Context: an optimization exercise on an open-source flow, tuned for a short achievable clock period and few clock cycles. The choices shown serve that exercise and are no tape-out recipe.
Only simulation tests tie the RTL to the original design; equivalence was not proved.
Power is estimated from default activity; no workload was simulated.

== P ==
Design ARM, start of the top module:
module ARM
	(
		CLK,
		RST,
		INST_ADDR,
		INST_DATA,
		SRAM_ADDR,
		SRAM_WE_N,
		SRAM_DQ_OUT,
		SRAM_DQ_IN
	);
input			CLK;
input			RST;
output	[31:0]	INST_ADDR;
input	[31:0]	INST_DATA;
output	[17:0]	SRAM_ADDR;
output			SRAM_WE_N;
output	[15:0]	SRAM_DQ_OUT;
input	[15:0]	SRAM_DQ_IN;
	function cond_ok;
		input [3:0] c;
		input [3:0] f;	 
		begin
			case (c)
				4'd0:  cond_ok = f[2];
				4'd1:  cond_ok = ~f[2];
				4'd2:  cond_ok = f[1];
				4'd3:  cond_ok = ~f[1];
				4'd4:  cond_ok = f[3];
				4'd5:  cond_ok = ~f[3];
				4'd6:  cond_ok = f[0];
				4'd7:  cond_ok = ~f[0];
				4'd8:  cond_ok = f[1] & ~f[2];
				4'd9:  cond_ok = ~f[1] & f[2];
				4'd10: cond_ok = f[3] == f[0];
				4'd11: cond_ok = f[3] != f[0];
				4'd12: cond_ok = ~f[2] & (f[3] == f[0]);
				4'd13: cond_ok = f[2] | (f[3] != f[0]);
				default: cond_ok = 1'b1;
			endcase
		end
	endfunction
	integer i;
	reg [31:0] pc;
	reg        id_valid;
	reg        ex_valid;
	reg [14:0] rf_set;			 
	reg [3:0]  flags;			 
	reg [14:0] pending;			 
	reg        wb_alu_v, wb_ld_v;	 
	reg        act_v;
	localparam QD = 3;
	localparam QW = 2;
	reg [QW-1:0] q_cnt;
	reg [31:0] rf [0:14];
	reg [31:0] id_ir, id_pc, id_pc4;
	reg [14:0] id_sa, id_s2, id_sd;	 
	reg [14:0] id_sa_h, id_s2_h;		 
	reg [3:0]  id_r2;				 
	reg        id_ba_alu, id_ba_ld, id_b2_alu, id_b2_ld;	 
	reg        id_pred;
	reg [3:0]  ex_cond;
	reg        ex_wb, ex_setf, ex_ld, ex_st, ex_br, ex_pred;
	reg [3:0]  ex_dest;
	reg        ex_add, ex_sub, ex_usec, ex_and, ex_orr, ex_eor, ex_mov, ex_mvn;
	reg [31:0] ex_b;
	reg [18:0] ex_imm_adj, ex_imm_adj2;
	reg        ex_early;		 
	reg [31:0] ex_a, ex_m;
	reg        ex_fa_alu, ex_fa_ld, ex_fm_alu, ex_fm_ld, ex_fb_alu, ex_fb_ld;
	reg [31:0] ex_alt_pc;
	reg [31:0] alu_q;			 
	reg [31:0] ld_q;			 
	reg [3:0]  wb_alu_d, wb_ld_d;
	reg        act_ph, act_ld;
	reg [3:0]  act_dest;
	reg [15:0] act_hi, act_lo;
	reg [31:0] pc_o;
	reg        sram_we_n_o;
	reg [17:0] sram_addr_q;		 
	reg [17:0] sram_addr_hi;		 
  ...
==> flow/config.mk <==
export PLATFORM = sky130hd
export DESIGN_NAME = ARM
export DESIGN_NICKNAME = ARM
export VERILOG_FILES = /design/flow/design.v
export SDC_FILE = /design/flow/constraint.sdc
export NUM_CORES = 4
export LEC_CHECK = 0
export ABC_CLOCK_PERIOD_IN_PS = 10000
export CAP_MARGIN = 20
export CORE_MARGIN = 2
export CORE_UTILIZATION = 50
export SETUP_SLACK_MARGIN = 3
export SLEW_MARGIN = 20
export SYNTH_HIERARCHICAL = 1
==> flow/constraint.sdc <==
create_clock -name core_clock -period 20.0 [get_ports {CLK}]
set_input_delay 4.0000 -clock core_clock [delete_from_list [all_inputs] [get_ports {CLK}]]
set_output_delay 4.0000 -clock core_clock [all_outputs]
set_load 0.01 [all_outputs]
standard.sh (not shown) runs the stock make flow with config.mk's settings and CLKGATE_MAP_FILE= SYNTH_SCRIPT=/design/flow/synth_recipe.tcl, a recipe that flattens the netlist after the stock synthesis.
==> flow/flow/run.sh <==
#!/bin/bash
# Layout flow: the standard synthesis unchanged, then the standard ORFS
# layout steps with timing repair aimed well below the clock constraint
# (a larger setup margin and full TNS repair), sizing not held to the cell
# footprint, and port buffers of a stronger cell, so the achieved period is
# pushed down. Each step's full output goes to a log file here; ORFS also
# keeps its per-stage logs under orfs/logs.
set -euo pipefail
MARGIN=${FLOW_SETUP_MARGIN:-14.8}
bash standard.sh synth > flow_synth.log 2>&1
bash standard.sh SETUP_SLACK_MARGIN=$MARGIN TNS_END_PERCENT=100 MATCH_CELL_FOOTPRINT=0 \
  "BUFFER_PORTS_ARGS=-buffer_cell sky130_fd_sc_hd__buf_4" finish > flow_layout.log 2>&1
Testbench counts of P, summed over its fixed seeds: cycles 42,135.
[inputs] Q vs P
- CORE_UTILIZATION: 50 -> 40
Results
Q ended with every stage complete and zero timing, DRC or antenna violations.
Total length of routed met3 wires down about 3% in Q wrt P
Higher share of the clock period used by the worst path after layout was reported by P, not Q.
Going from P to Q, the share of the core filled with cells in the final layout was found to have gone down by 11 points.
Row clock power share: Q lower / P higher
When Q is measured against P, its post-route clock skew turns out 0.014 ns higher.
| register area | Q vs P | ≈ equal |
| sum of internal, switching and leakage power | higher: P |
Lower area growth from synthesis to layout was reported by P, not Q.

red:
ARM, a different RTL version from the one above (not shown whole).
For scale: roughly 8300 cells after synthesis, ~1300 flip-flops, about 120 I/O pins, ~79000 µm² of cells after synthesis.
export LEC_CHECK = 0
export ABC_CLOCK_PERIOD_IN_PS = 10000
export CAP_MARGIN = 20
export CORE_MARGIN = 2
export CORE_UTILIZATION = 40
export SETUP_SLACK_MARGIN = 3
export SLEW_MARGIN = 20
export SYNTH_HIERARCHICAL = 1
create_clock -name core_clock -period 20.0 [get_ports {CLK}]
==> flow/flow/run.sh <==
#!/bin/bash
# Layout flow: the standard synthesis unchanged, then the standard ORFS
# layout steps with timing repair aimed well below the clock constraint
# (a larger setup margin and full TNS repair), sizing not held to the cell
# footprint, and port buffers of a stronger cell, so the achieved period is
# pushed down. Each step's full output goes to a log file here; ORFS also
# keeps its per-stage logs under orfs/logs.
set -euo pipefail
MARGIN=${FLOW_SETUP_MARGIN:-15.4}
bash standard.sh synth > flow_synth.log 2>&1
bash standard.sh SETUP_SLACK_MARGIN=$MARGIN TNS_END_PERCENT=100 MATCH_CELL_FOOTPRINT=0 \
  "BUFFER_PORTS_ARGS=-buffer_cell sky130_fd_sc_hd__buf_4" finish > flow_layout.log 2>&1
red | status: complete | timing, DRC, antenna: pass
Testbench counts of red, summed over its fixed seeds: cycles 42,135.
> inputs changed (red -> blue)
--- a/flow/flow/run.sh
+++ b/flow/flow/run.sh
@@ -7,5 +7,5 @@
 # keeps its per-stage logs under orfs/logs.
 set -euo pipefail
-MARGIN=${FLOW_SETUP_MARGIN:-15.4}
+MARGIN=${FLOW_SETUP_MARGIN:-14.8}
 bash standard.sh synth > flow_synth.log 2>&1
 bash standard.sh SETUP_SLACK_MARGIN=$MARGIN TNS_END_PERCENT=100 MATCH_CELL_FOOTPRINT=0 \
==> results.txt <==
Looking at the reports, blue completed the entire flow and the layout it produced met the timing, design-rule and antenna checks.
Area added between synthesis and finish was lower in the run labelled blue.
Compared with red, blue shows a higher sequential share of layout area.
Final cell area excluding filler cells: blue vs red down 2.0%
Post-route clock period utilization in blue is 0.31 points above red.
Sort red and blue by relative slew slack asc -> top: blue
On power, red and blue are neck and neck.
Relative to blue, the following input files were edited for green:
--- a/flow/flow/run.sh
+++ b/flow/flow/run.sh
@@ -7,5 +7,5 @@
 # keeps its per-stage logs under orfs/logs.
 set -euo pipefail
-MARGIN=${FLOW_SETUP_MARGIN:-14.8}
+MARGIN=${FLOW_SETUP_MARGIN:-15.2}
 bash standard.sh synth > flow_synth.log 2>&1
 bash standard.sh SETUP_SLACK_MARGIN=$MARGIN TNS_END_PERCENT=100 MATCH_CELL_FOOTPRINT=0 \
- Sort green and blue by routed length per placed instance desc -> top: blue
- Wire length of the first global-routing pass in green is about 1% lower than in blue
- Compared with blue, green shows a higher detailed-routed wire length on met3.
- Between green and blue, the routed wire length figures differ only marginally.
- Of the two values seen for standard cell with the maximum stage delay on the critical path, sky130_fd_sc_hd__dfxtp_2 was produced by green and sky130_fd_sc_hd__or4_4 by blue.
- green: critical path depth 23 below blue
- green vs. blue: global-route usage has decreased; share of the cycle needed by the critical path after routing has decreased.
#### Input delta (orange over green)
--- a/flow/flow/run.sh
+++ b/flow/flow/run.sh
@@ -7,5 +7,5 @@
 # keeps its per-stage logs under orfs/logs.
 set -euo pipefail
-MARGIN=${FLOW_SETUP_MARGIN:-15.2}
+MARGIN=${FLOW_SETUP_MARGIN:-15.0}
 bash standard.sh synth > flow_synth.log 2>&1
 bash standard.sh SETUP_SLACK_MARGIN=$MARGIN TNS_END_PERCENT=100 MATCH_CELL_FOOTPRINT=0 \
## What came out
Final instance area ends up higher on green.
orange and green ended up with nearly the same number of nets in the final layout.
Area after detailed placement: green vs orange — no meaningful difference

== the baseline ==
ARM, a different RTL version from the one above (not shown whole).
Size in the first run: roughly 8100 cells after synthesis, about 1300 flip-flops.
Design ARM, start of the top module:
module ARM
	(
		CLK,
		RST,
		INST_ADDR,
		INST_DATA,
		SRAM_ADDR,
		SRAM_WE_N,
		SRAM_DQ_OUT,
		SRAM_DQ_IN
	);
input			CLK;
input			RST;
output	[31:0]	INST_ADDR;
input	[31:0]	INST_DATA;
output	[17:0]	SRAM_ADDR;
output			SRAM_WE_N;
output	[15:0]	SRAM_DQ_OUT;
input	[15:0]	SRAM_DQ_IN;
	function cond_ok;
		input [3:0] c;
		input [3:0] f;	 
		begin
			case (c)
				4'd0:  cond_ok = f[2];
				4'd1:  cond_ok = ~f[2];
				4'd2:  cond_ok = f[1];
				4'd3:  cond_ok = ~f[1];
				4'd4:  cond_ok = f[3];
				4'd5:  cond_ok = ~f[3];
				4'd6:  cond_ok = f[0];
				4'd7:  cond_ok = ~f[0];
				4'd8:  cond_ok = f[1] & ~f[2];
				4'd9:  cond_ok = ~f[1] & f[2];
				4'd10: cond_ok = f[3] == f[0];
				4'd11: cond_ok = f[3] != f[0];
				4'd12: cond_ok = ~f[2] & (f[3] == f[0]);
				4'd13: cond_ok = f[2] | (f[3] != f[0]);
				default: cond_ok = 1'b1;
			endcase
		end
	endfunction
	integer i;
	reg [31:0] pc;
	reg        id_valid;
	reg        ex_valid;
	reg [14:0] rf_set;			 
	reg [3:0]  flags;			 
	reg [14:0] pending;			 
	reg        wb_alu_v, wb_ld_v;	 
	reg        act_v;
	localparam QD = 3;
	localparam QW = 2;
	reg [QW-1:0] q_cnt;
	reg [31:0] rf [0:14];
	reg [31:0] id_ir, id_pc, id_pc4;
	reg [14:0] id_sa, id_s2, id_sd;	 
	reg [14:0] id_sae, id_sae_h, id_sac, id_s2e, id_s2e_h, id_s2c;
	reg [3:0]  id_r2;				 
	reg        id_ba_alu, id_ba_ld, id_b2_alu, id_b2_ld;	 
	reg        id_pred;
	reg [3:0]  ex_cond;
	reg        ex_wb, ex_setf, ex_ld, ex_st, ex_br, ex_pred;
	reg [3:0]  ex_dest;
  ...
Settings: LEC_CHECK=0, ABC_CLOCK_PERIOD_IN_PS=10000, CAP_MARGIN=20, CORE_MARGIN=2, CORE_UTILIZATION=40, CTS_CLUSTER_DIAMETER=100, CTS_CLUSTER_SIZE=20, SETUP_SLACK_MARGIN=3, SLEW_MARGIN=20, SYNTH_HIERARCHICAL=1; clock period 20.0 ns.
==> flow/flow/run.sh <==
#!/bin/bash
# Layout flow: the standard synthesis unchanged, then the standard ORFS
# layout steps with timing repair aimed well below the clock constraint
# (a larger setup margin and full TNS repair), sizing not held to the cell
# footprint, and port buffers of a stronger cell, so the achieved period is
# pushed down. Each step's full output goes to a log file here; ORFS also
# keeps its per-stage logs under orfs/logs.
set -euo pipefail
MARGIN=${FLOW_SETUP_MARGIN:-14.8}
bash standard.sh synth > flow_synth.log 2>&1
bash standard.sh SETUP_SLACK_MARGIN=$MARGIN TNS_END_PERCENT=100 MATCH_CELL_FOOTPRINT=0 \
  "BUFFER_PORTS_ARGS=-buffer_cell sky130_fd_sc_hd__buf_4" finish > flow_layout.log 2>&1
The baseline reached the end of the flow, and the finished layout is clean on the timing, design-rule and antenna checks.
Testbench counts of the baseline, summed over its fixed seeds: cycles 42,135.
The inputs of the candidate differ from those of the baseline as listed below.
-- flow/config.mk --
<<< the baseline, line 12
export CTS_CLUSTER_DIAMETER = 100
export CTS_CLUSTER_SIZE = 20
>>> the candidate, line 12
--- outcome ---
In the reports for the baseline and the candidate, the larger number of buffers created by CTS belongs to the candidate. The run showing the smaller setup skew after layout is the candidate. | routed wire length | the candidate vs the baseline | 2000 µm higher |. Final cycle utilization of the critical path, the baseline and the candidate, higher one = the baseline. [compare] base=the baseline new=the candidate: maximum number of pins on one net before global-route repair neither gained nor lost much; post-route worst setup slack picked up an extra 0.11 ns.

run a:
ARM, a different RTL version from the one above (not shown whole).
For scale: roughly 1200 flip-flops, roughly 0.080 mm² of cells after synthesis.
export LEC_CHECK = 0
export ABC_CLOCK_PERIOD_IN_PS = 10000
export CAP_MARGIN = 20
export CORE_MARGIN = 2
export CORE_UTILIZATION = 40
export SETUP_SLACK_MARGIN = 3
export SLEW_MARGIN = 20
export SYNTH_HIERARCHICAL = 1
create_clock -name core_clock -period 20.0 [get_ports {CLK}]
Scripts as last shown in full above: flow/flow/run.sh
Run a: full flow OK, the timing, design-rule and antenna checks passed
Testbench counts of run a, summed over its fixed seeds: cycles 42,135.
For run b, these inputs were changed with respect to run a:
- setting CTS_CLUSTER_DIAMETER to 100 for the first time
- setting CTS_CLUSTER_SIZE to 20 for the first time
--- outcome ---
Run b: full flow OK, the timing, design-rule and antenna checks passed. Minimum hold slack of run b is on par with run a. Changes observed in run b relative to run a: maximum single-stage delay on the critical path shows a reduction of 0.40 ns, part of the cycle the worst path needs shows no meaningful change, layout overhead on the synthesized area shows a reduction of 2.5 points.

## separate check: timing with driven ports
In the flow no input, the clock included, has a driving cell. The finished layouts below were timed again as built, in two steps.
Step 1: set_driving_cell puts a clkbuf_16 on CLK and a buf_2 on each other input, an assumption about the parent block.
Step 2 also shifts input and output timing later by t, the mid clock arrival at the registers, as if the neighbouring blocks saw the same clock.
a / b / c = ideal ports / drivers / drivers and shift; a / b = the first two.
run | t (ns) | setup WS [ns] | latest minus earliest clock arrival (ns)
P | 0.875 | 14.544 / 14.544 / 13.813 | 0.064 / 0.064
Q | 0.889 | 14.612 / 14.612 / 13.796 | 0.077 / 0.078
red | 0.928 | 14.682 / 14.583 / 13.844 | 0.041 / 0.041
blue | 0.905 | 14.620 / 14.579 / 13.853 | 0.065 / 0.065
green | 0.927 | 14.668 / 14.572 / 13.899 | 0.074 / 0.074
orange | 0.909 | 14.677 / 14.584 / 13.908 | 0.039 / 0.039
the baseline | 0.873 | 14.506 / 14.506 / 13.905 | 0.088 / 0.088
the candidate | 0.914 | 14.616 / 14.578 / 13.875 | 0.071 / 0.072
run a | 0.911 | 14.500 / 14.500 / 13.977 | 0.049 / 0.049
run b | 0.841 | 14.494 / 14.494 / 14.007 | 0.056 / 0.056
After both steps setup and hold are still met in every run listed. For red, which loses most, drivers alone change the setup slack by -0.099 ns; drivers and shift together by -0.838 ns.
